Source: an optimization exercise on an open RTL-to-GDS flow (aim: small area and a short achievable clock period). Production flows keep margins and buffers that such runs may drop.
The RTL was checked by simulation tests, not by an equivalence proof against the original design.
Power figures rest on the tool's default switching activity, not on a simulated workload.

Setup of exp/ember:
Design vga_controller, start of the top module:
module vga_controller(
    input clk_148MHz,
    input reset,
    input [11:0] sw,
    input btnU,
    input btnD,
    input btnR,
    input btnL,
    output hsync,
    output vsync,
    output video_on,
    output reg [11:0] h_count_reg,
    output [11:0] v_count_reg,
    output [3:0] vgaRed,
    output [3:0] vgaGreen,
    output [3:0] vgaBlue
);
Settings: LEC_CHECK=0, CAP_MARGIN=20, CORE_MARGIN=2, CORE_UTILIZATION=60, SLEW_MARGIN=20; clock period 10.0 ns.
standard.sh (not shown) runs the stock make flow with config.mk's settings and CLKGATE_MAP_FILE= SYNTH_SCRIPT=/design/flow/synth_recipe.tcl, a recipe that flattens the netlist after the stock synthesis.
==> flow/flow/run.sh <==
#!/bin/bash
# Standard ORFS layout; smaller port buffers, a smaller clock tree without dummy loads,
# and a timing-repair margin of 6 ns (the SDC is unchanged).
bash standard.sh SETUP_SLACK_MARGIN=6 \
  "BUFFER_PORTS_ARGS=-buffer_cell sky130_fd_sc_hd__buf_2" \
  "CTS_ARGS=-sink_clustering_enable -repair_clock_nets -dont_use_dummy_load -buf_list sky130_fd_sc_hd__clkbuf_8 -sink_clustering_size 30" \
  finish > standard_run.log 2>&1
--- input diff exp/ember..exp/indigo ---
Settings: putting ABC_AREA at 1 where nothing was set; swapping 60 for 85 in CORE_UTILIZATION; putting PLACE_DENSITY at 0.9 where nothing was set.
Notes after the runs:
exp/indigo got as far as global placement without I/O (3_1_place_gp_skip_io), where a tool error ended the run.
exp/indigo: post-synthesis share of cell area spent on xor and xnor gates is 4.8 points lower than what exp/ember reported.
Die width in exp/indigo is 13% below exp/ember.
exp/indigo gives less multiplexer fraction of the synthesized cell area than exp/ember did.
Modified inputs, exp/yarrow compared to exp/indigo
Settings: CORE_UTILIZATION now 60, was 85; PLACE_DENSITY no longer set, was 0.9.
-- flow/flow/run.sh --
<<< exp/indigo, line 3
# and a timing-repair margin of 6 ns (the SDC is unchanged).
bash standard.sh SETUP_SLACK_MARGIN=6 \
>>> exp/yarrow, line 3
# and a timing-repair margin of 6.5 ns (the SDC is unchanged).
bash standard.sh SETUP_SLACK_MARGIN=6.5 \
Findings:
exp/yarrow finished every stage and its layout cleared the timing, design-rule and antenna checks. Vertical extent of the die, exp/indigo and exp/yarrow: higher on exp/yarrow. Reported for exp/indigo and exp/yarrow, XOR/XNOR share of the synthesized area turned out identical to the last digit. Diff exp/indigo..exp/yarrow | net count after synthesis | unchanged. Floorplan row count, exp/yarrow vs exp/indigo: up by more than 10%. Chip width of exp/yarrow exceeds that of exp/indigo by more than 10%.
diff inputs: exp/yarrow => exp/raven
Settings: changing CORE_UTILIZATION from 60 to 75.
-- flow/flow/run.sh --
<<< exp/yarrow, line 3
# and a timing-repair margin of 6.5 ns (the SDC is unchanged).
bash standard.sh SETUP_SLACK_MARGIN=6.5 \
>>> exp/raven, line 3
# and a timing-repair margin of 6 ns (the SDC is unchanged).
bash standard.sh SETUP_SLACK_MARGIN=6 \
Findings:
- [exp/raven vs exp/yarrow] placed wire-length estimate after detailed placement: lower in exp/raven
- Non-filler instance count after layout: exp/raven < exp/yarrow
- There was hardly any difference in total number of vias between exp/yarrow and exp/raven.
- Compared with exp/yarrow, in exp/raven tap cell instance count now smaller, part of the total power dissipated in the clock network climbed 0.3 points.
- As far as switching fraction of total power is concerned, exp/raven and exp/yarrow perform about the same.
- The final reports for exp/raven and exp/yarrow show count of buffer and inverter cells on the critical path higher in the former.
Input-level comparison between exp/pepper and exp/raven:
Settings: changing CORE_UTILIZATION from 75 to 60.
-- flow/flow/run.sh --
<<< exp/raven, line 6
  "CTS_ARGS=-sink_clustering_enable -repair_clock_nets -dont_use_dummy_load -buf_list sky130_fd_sc_hd__clkbuf_8 -sink_clustering_size 30" \
>>> exp/pepper, line 6
  "CTS_ARGS=-sink_clustering_enable -repair_clock_nets -dont_use_dummy_load -buf_list sky130_fd_sc_hd__clkbuf_8 -sink_clustering_size 100 -sink_clustering_max_diameter 500" \
Findings:
- For exp/pepper, the launch point of the critical path was h_count_reg[11], unlike exp/raven, where it was v[4].
- exp/pepper vs. exp/raven: fraction of met1 tracks used by global routing now smaller, pin slew with the least headroom to its limit grew by 0.031 ns, global-route usage decreased 7.3 points, non-clock buffer count went down by 4, CTS buffer count saw little to no change.
- Between exp/pepper and exp/raven, the maximum cell stage delay along the critical path is lower for exp/raven.
- Against exp/raven, power after layout in exp/pepper came out better.
- Comparing exp/pepper and exp/raven, final cell count without fillers is lower on exp/raven.
- The final hold slack of exp/pepper is lower than that of exp/raven.
- In the metrics for exp/pepper and exp/raven, the one carrying the lower top achievable clock speed is exp/raven.
Edits applied to the flow inputs when going from exp/pepper to exp/delta:
-- flow/flow/run.sh --
<<< exp/pepper, line 6
  "CTS_ARGS=-sink_clustering_enable -repair_clock_nets -dont_use_dummy_load -buf_list sky130_fd_sc_hd__clkbuf_8 -sink_clustering_size 100 -sink_clustering_max_diameter 500" \
>>> exp/delta, line 6
  "CTS_ARGS=-sink_clustering_enable -repair_clock_nets -dont_use_dummy_load -buf_list sky130_fd_sc_hd__clkbuf_8 -sink_clustering_size 30" \
## What came out
- Comparing exp/delta against exp/pepper, there is no change at all in maximum VDD drop.
- Number of buffers added on ports: exp/pepper vs exp/delta identical
- There was hardly any difference in sequential cell count of the final layout between exp/pepper and exp/delta.
- As far as global router's overall resource usage goes, exp/pepper and exp/delta are indistinguishable; the numbers are identical.

-- port drivers added, routing unchanged --
How much do the figures lean on ideal ports? The routed layouts below were timed once more, with nothing changed but the port constraints. Step 1: set_driving_cell puts a clkbuf_16 on clk_148MHz and a buf_2 on each other input, an assumption about the parent block. Step 2, shift: input delay + t, output delay - t, t = (earliest + latest rising clock arrival at the registers) / 2. This alone moves slack from input paths to output paths. Slacks: ideal ports / drivers / drivers and shift; pairs: ideal ports / drivers.
| run | t (ns) | slack for setup (ns) | worst setup path after step 2 |
|---|---|---|---|
| exp/ember | 0.403 | 5.858 / 5.858 / 5.539 | input to register |
| exp/yarrow | 0.405 | 6.359 / 6.325 / 6.174 | input to register |
| exp/raven | 0.389 | 6.130 / 6.094 / 5.748 | input to register |
| exp/pepper | 0.404 | 6.168 / 6.132 / 5.794 | input to register |
| exp/delta | 0.404 | 6.168 / 6.132 / 5.794 | input to register |
After both steps every run listed still meets setup and hold. The setup slack of exp/raven, which loses most, moves by -0.036 ns with the drivers and by -0.382 ns with both steps.
